Source: an optimization exercise on an open RTL-to-GDS flow (aim: small area, a short achievable clock period and few clock cycles). Production flows keep margins and buffers that such runs may drop. No driver is modelled on the clock port, so clocking that relies on it looks cheaper here than on a real chip. Power figures rest on the tool's default switching activity, not on a simulated workload.

run B:
// mips
module mips(
	input wire clk,
	input wire rst,
	output wire [31:0] INST_ADDR,
	input wire [31:0] INST_DATA,
	output wire [31:0] DMEM_ADDR,
	output wire DMEM_WE,
	output wire [31:0] DMEM_WDATA,
	input wire [31:0] DMEM_RDATA
	);
	reg  [31:0] pc;
	reg  [31:0] ras;
	reg         e_ld, e_st, e_br, e_bne, e_pred, e_jr;
	reg  [4:0]  e_rd;                    
	reg         e_fa, e_fb;              
	reg         x_b, x_bn, x_m, x_mn, x_i;
	reg         e_sub;                   
	reg         e_saf;                   
	reg         r_add, r_slt, r_and, r_or, r_xor, r_nor, r_srl, r_sll, r_b;
	reg         e_sra;
	reg  [4:0]  e_sa;
	reg  [31:0] e_a, e_b, e_imm, e_alt;
	reg         m_we, m_ld;
	reg  [4:0]  m_rd;
	reg  [31:0] m_res, m_wd;
	reg  [31:0] rf [1:31];
	reg  [31:1] rf_v;
	wire [31:0] a = e_fa ? m_res : e_a;
	wire [31:0] bf = e_fb ? m_res : e_b;             
	wire [31:0] bx = ({32{x_b}} & e_b) | ({32{x_bn}} & ~e_b)
	               | ({32{x_m}} & m_res) | ({32{x_mn}} & ~m_res)
	               | ({32{x_i}} & e_imm);
	wire [4:0]  sa = e_saf ? m_res[4:0] : e_sa;
	wire [31:0] sum, p, g;
	ks_add32 add(.a(a), .b(bx), .cin(e_sub), .s(sum), .p(p), .g0(g));
	wire [31:0] pg = p | g;                           
	function automatic [31:0] rev32(input [31:0] x);
		integer k;
		for (k = 0; k < 32; k = k + 1) rev32[k] = x[31-k];
	endfunction
	wire [31:0] sh_in = r_sll ? rev32(bx) : bx;
	wire        sh_fill = e_sra & bx[31];
	wire [32:0] sh_ext = $signed({sh_fill, sh_in}) >>> sa;
	wire [31:0] sr = sh_ext[31:0];
	wire [31:0] alu = ({32{r_add}} & sum)
	                | ({32{r_slt}} & {31'b0, sum[31]})
	                | ({32{r_and}} & g)
	                | ({32{r_or}}  & pg)
	                | ({32{r_xor}} & p)
	                | ({32{r_nor}} & ~pg)
	                | ({32{r_srl}} & sr)
	                | ({32{r_sll}} & rev32(sr))
	                | ({32{r_b}}   & bx);
	wire taken  = (a == bf) ^ e_bne;
	wire mis_br = e_br & (taken ^ e_pred);
	wire mis_jr = e_jr & (a != pc);
	wire mis    = mis_br | mis_jr;
	wire [31:0] redirect = e_jr ? a : e_alt;
	wire [31:0] m_val = m_ld ? DMEM_RDATA : m_res;
  ...
For scale: roughly 6,000 cells after synthesis, roughly 1,300 flip-flops, roughly 160 I/O pins, roughly 62,000 um^2 of cells after synthesis.
clock: 10.0 ns
lec_check: 0
cap_margin: 20
core_margin: 2
core_utilization: 40
slew_margin: 20
synth_hierarchical: 1
synth_minimum_keep_size: 0
standard.sh (not shown) runs the stock make flow with config.mk's settings and CLKGATE_MAP_FILE= SYNTH_SCRIPT=/design/flow/synth_recipe.tcl, a recipe that flattens the netlist after the stock synthesis.
==> flow/flow/run.sh <==
#!/bin/bash
set -euo pipefail
MARGIN=6.5
bash standard.sh synth > synth.log 2>&1
bash standard.sh SETUP_SLACK_MARGIN=$MARGIN finish > layout.log 2>&1
## Diff of input files: run K against run B
- SETUP_SLACK_MARGIN now 5, previously not set
==> flow/run.sh (new file) <==
#!/bin/bash
# synth_recipe.tcl (not shown) runs the flow's synth.tcl, then flattens the netlist and writes it again
# the make line also repeats each setting of config.mk as NAME=value (left out here)
make -C /OpenROAD-flow-scripts/flow DESIGN_CONFIG=/design/flow/config.mk WORK_HOME=/design/flow/orfs CLKGATE_MAP_FILE= SYNTH_SCRIPT=/design/flow/synth_recipe.tcl finish
removed: flow/flow/run.sh
removed: flow/standard.sh
Notes after the runs:
[compare] base=run B new=run K: largest vdd supply drop went down 1.6%; routed length on met1 went down 6.0%.
Changes observed in run K relative to run B: synthesis-stage register bit count roughly the same; vias per cell down 0.13; number of clock buffers in the layout went down; remaining design rule violation count did not really move; power in the clock group -about 4.6%.
Diff run B -> run K | data-path buffer share of cell area in the final layout | decrease of 6.8 points
Compared with run B, run K is more frugal on power.
Function was not checked in any run of this note: the RTL went through the layout flow alone.


mips, a different RTL version from the one above (not shown whole).
Size in the first run: ~6600 cells after synthesis.
clock: 10.0 ns
lec_check: 0
cap_margin: 20
core_margin: 2
core_utilization: 40
slew_margin: 20
synth_hierarchical: 1
synth_minimum_keep_size: 0
==> flow/flow/run.sh <==
#!/bin/bash
set -euo pipefail
MARGIN=6.5
bash standard.sh synth > synth.log 2>&1
SYNTH_ODB=orfs/results/sky130hd/mips/base/1_synth.odb openroad -no_init -exit flow/downsize.tcl > downsize.log 2>&1
export RC_SCALE=1.2
H=$PWD/flow/rcscale.tcl
bash standard.sh SETUP_SLACK_MARGIN=$MARGIN "CTS_ARGS=-sink_clustering_enable -repair_clock_nets -dont_use_dummy_load -buf_list sky130_fd_sc_hd__clkbuf_8 -sink_clustering_size 20" \
  PRE_FLOORPLAN_TCL=$H PRE_GLOBAL_PLACE_TCL=$H PRE_RESIZE_TCL=$H PRE_CTS_TCL=$H PRE_GLOBAL_ROUTE_TCL=$H \
  finish > layout.log 2>&1
==> flow/flow/downsize.tcl <==
# Set every combinational cell that synthesis mapped to a larger drive
# strength back to its smallest variant; the timing repair later in the flow
# sizes up the cells that need it.
set odb $::env(SYNTH_ODB)
read_db $odb
set db [ord::get_db]
set n 0
foreach inst [[ord::get_db_block] getInsts] {
  set m [$inst getMaster]
  set name [$m getName]
  if {[regexp {^sky130_fd_sc_hd__(df|edf|sdf|dl|sdl|conb|tap|fill|decap|diode)} $name]} { continue }
  if {[regexp {^(sky130_fd_sc_hd__[a-z0-9]+)_([0-9]+)$} $name -> base size] && $size > 1} {
    foreach s {1 0} {
      set nm [$db findMaster ${base}_$s]
      if {$nm ne "NULL" && $nm ne ""} {
        $inst swapMaster $nm
        incr n
        break
      }
    }
  }
}
puts "downsized $n cells"
write_db $odb
==> flow/flow/rcscale.tcl <==
set k $::env(RC_SCALE)
foreach {layer c r} {
  li1  1.499e-04   7.176e-02
  met1 1.72375e-04 8.929e-04
  met2 1.36233e-04 8.929e-04
  met3 2.14962e-04 1.567e-04
  met4 1.48128e-04 1.567e-04
  met5 1.54087e-04 1.781e-05
} {
  set_layer_rc -layer $layer -capacitance [expr {$c * $k}] -resistance [expr {$r * $k}]
}
set_wire_rc -signal -layer met1
set_wire_rc -clock -layer met3
Next try:
==> flow/flow/run.sh (replaced) <==
#!/bin/bash
set -euo pipefail
MARGIN=6.5
bash standard.sh synth > synth.log 2>&1
SYNTH_ODB=orfs/results/sky130hd/mips/base/1_synth.odb openroad -no_init -exit flow/downsize.tcl > downsize.log 2>&1
bash standard.sh SETUP_SLACK_MARGIN=$MARGIN "CTS_ARGS=-sink_clustering_enable -repair_clock_nets -dont_use_dummy_load -buf_list sky130_fd_sc_hd__clkbuf_8 -sink_clustering_size 20" "BUFFER_PORTS_ARGS=-buffer_cell sky130_fd_sc_hd__buf_2" finish > layout.log 2>&1
removed: flow/flow/rcscale.tcl
Routed wire length shrinks by 5.3%.
Design area is lower by 5.1%.
First-iteration DRC count went down by 4.4%.
Synthesized cell count does not change.
Power went down by 4.4%.
Non-clock buffer count went down by 133.
Global-route usage decreases by 1.7 points.
Cell count decreases by 1.7%.
Next try:
==> flow/flow/run.sh (replaced) <==
#!/bin/bash
set -euo pipefail
MARGIN=6.5
bash standard.sh synth > synth.log 2>&1
SYNTH_ODB=orfs/results/sky130hd/mips/base/1_synth.odb openroad -no_init -exit flow/downsize.tcl > downsize.log 2>&1
bash standard.sh SETUP_SLACK_MARGIN=$MARGIN "CTS_ARGS=-sink_clustering_enable -repair_clock_nets -dont_use_dummy_load -buf_list sky130_fd_sc_hd__clkbuf_8 -sink_clustering_size 20" "BUFFER_PORTS_ARGS=-buffer_cell sky130_fd_sc_hd__buf_4" finish > layout.log 2>&1
After rerunning: The new run ran to the end with no violations; hold slack improves by 0.031 ns; register-to-register slack degrades by 0.12 ns; total power barely changes; sequential cell count does not change; combinational power rises by about 2%; clock-buffer cell count falls by 3; worst setup slack improves by 0.015 ns; maximum frequency rises by 0.41%; global-route usage falls by 0.54 points; wire length falls by about 1.6%.
Next try:
==> flow/flow/run.sh (replaced) <==
#!/bin/bash
set -euo pipefail
MARGIN=6.6
bash standard.sh synth > synth.log 2>&1
SYNTH_ODB=orfs/results/sky130hd/mips/base/1_synth.odb openroad -no_init -exit flow/downsize.tcl > downsize.log 2>&1
bash standard.sh SETUP_SLACK_MARGIN=$MARGIN "CTS_ARGS=-sink_clustering_enable -repair_clock_nets -dont_use_dummy_load -buf_list sky130_fd_sc_hd__clkbuf_8 -sink_clustering_size 20" finish > layout.log 2>&1
What happened: Hold slack barely changes. Routed wire length is higher by 4.1%. Sequential power is about the same. Die area is unchanged. Final area is higher by 2.4%. Utilization is higher by 1.1 points. Cell count is higher by 0.61%.
Next try:
--- a/flow/flow/run.sh
+++ b/flow/flow/run.sh
@@ -3 +3 @@
-MARGIN=6.6
+MARGIN=6.5
After rerunning: The changed run finished clean. Critical path depth does not change. First-iteration DRC count came out higher by 4.9%. Power drops by 1.5%.
No functional check of the RTL was part of any run of this note.


## S
Another version of the RTL of mips (not shown whole).
For scale: roughly 160 I/O pins.
export LEC_CHECK = 0
export CAP_MARGIN = 20
export CORE_MARGIN = 2
export CORE_UTILIZATION = 40
export SLEW_MARGIN = 20
export SYNTH_HIERARCHICAL = 1
export SYNTH_MINIMUM_KEEP_SIZE = 0
create_clock -name core_clock -period 10.0 [get_ports {clk}]
==> flow/flow/run.sh <==
#!/bin/bash
set -euo pipefail
MARGIN=6.5
bash standard.sh synth > synth.log 2>&1
SYNTH_ODB=orfs/results/sky130hd/mips/base/1_synth.odb openroad -no_init -exit flow/downsize.tcl > downsize.log 2>&1
bash standard.sh SETUP_SLACK_MARGIN=$MARGIN "CTS_ARGS=-sink_clustering_enable -repair_clock_nets -dont_use_dummy_load -buf_list sky130_fd_sc_hd__clkbuf_8 -sink_clustering_size 20" finish > layout.log 2>&1
Scripts as last shown in full above: flow/flow/downsize.tcl
For Q, these inputs were changed with respect to S:
==> flow/flow/run.sh <==
#!/bin/bash
set -euo pipefail
MARGIN=6.5
bash standard.sh synth > synth.log 2>&1
SYNTH_ODB=orfs/results/sky130hd/mips/base/1_synth.odb openroad -no_init -exit flow/downsize.tcl > downsize.log 2>&1
export RC_SCALE=1.2
H=$PWD/flow/rcscale.tcl
bash standard.sh SETUP_SLACK_MARGIN=$MARGIN "CTS_ARGS=-sink_clustering_enable -repair_clock_nets -dont_use_dummy_load -buf_list sky130_fd_sc_hd__clkbuf_8 -sink_clustering_size 20" \
  PRE_FLOORPLAN_TCL=$H PRE_GLOBAL_PLACE_TCL=$H PRE_RESIZE_TCL=$H PRE_CTS_TCL=$H PRE_GLOBAL_ROUTE_TCL=$H \
  finish > layout.log 2>&1
==> flow/flow/rcscale.tcl (new file) <==
set k $::env(RC_SCALE)
foreach {layer c r} {
  li1  1.499e-04   7.176e-02
  met1 1.72375e-04 8.929e-04
  met2 1.36233e-04 8.929e-04
  met3 2.14962e-04 1.567e-04
  met4 1.48128e-04 1.567e-04
  met5 1.54087e-04 1.781e-05
} {
  set_layer_rc -layer $layer -capacitance [expr {$c * $k}] -resistance [expr {$r * $k}]
}
set_wire_rc -signal -layer met1
set_wire_rc -clock -layer met3
[summary]
Q: done, clean on timing, DRC and antenna. Against S, Q comes in 4.8% higher on met2 layer wire length in the routed design. Per the comparison of Q with S, relative contribution of combinational cells to total power rose 0.4 points; detailed placement HPWL rose 3100 um; pin count of the biggest net entering global routing fell 12%; first-pass GRT wire length rose about 4%. Q: period utilization is 0.20 points lower than what S reported.
No run of this note included a check of the RTL's function; only the layout flow was run.

==> separate check: timing with driven ports <==
The flow's constraints put no driver on any port. The routed layouts listed below were extracted and timed again, unchanged, in two steps. Step 1 (the two cells are an assumption about what drives the block):
set clk [get_ports {clk}]
set_driving_cell -lib_cell sky130_fd_sc_hd__clkbuf_16 $clk
set_driving_cell -lib_cell sky130_fd_sc_hd__buf_2 [delete_from_list [all_inputs] $clk]
Step 2 times the ports against the registers' clock, not the clock port: input delays grow and output delays shrink by t, the midpoint of the rising clock arrivals with the driver on. a / b / c = ideal ports / drivers / drivers and shift; a / b = the first two.
| run | t (ns) | setup WS [ns] | worst setup path at the end | slew at the worst register clock pin (ns) | pins driven straight from the clock port |
|---|---|---|---|---|---|
| run B | 0.883 | 6.048 / 6.072 / 5.190 | input to register | 0.07 / 0.07 | 1 |
| run K | 0.873 | 4.932 / 4.932 / 4.116 | input to register | 0.07 / 0.07 | 1 |
| the first run of note 2 | 1.067 | 6.266 / 6.178 / 5.336 | input to register | 0.07 / 0.07 | 1 |
| the second run of note 2 | 1.028 | 6.316 / 6.241 / 5.324 | input to register | 0.07 / 0.07 | 1 |
| the third run of note 2 | 1.038 | 6.331 / 6.243 / 5.324 | input to register | 0.07 / 0.07 | 1 |
| the fourth run of note 2 | 1.031 | 6.293 / 6.218 / 5.404 | input to register | 0.07 / 0.07 | 1 |
| the fifth run of note 2 | 1.038 | 6.325 / 6.250 / 5.367 | input to register | 0.07 / 0.07 | 1 |
| S | 1.016 | 6.356 / 6.313 / 5.311 | input to register | 0.07 / 0.07 | 1 |
| Q | 1.054 | 6.376 / 6.295 / 5.392 | input to register | 0.06 / 0.06 | 1 |
After both steps every run listed still meets setup and hold. For S, which loses most, drivers alone change the setup slack by -0.043 ns; drivers and shift together by -1.045 ns.
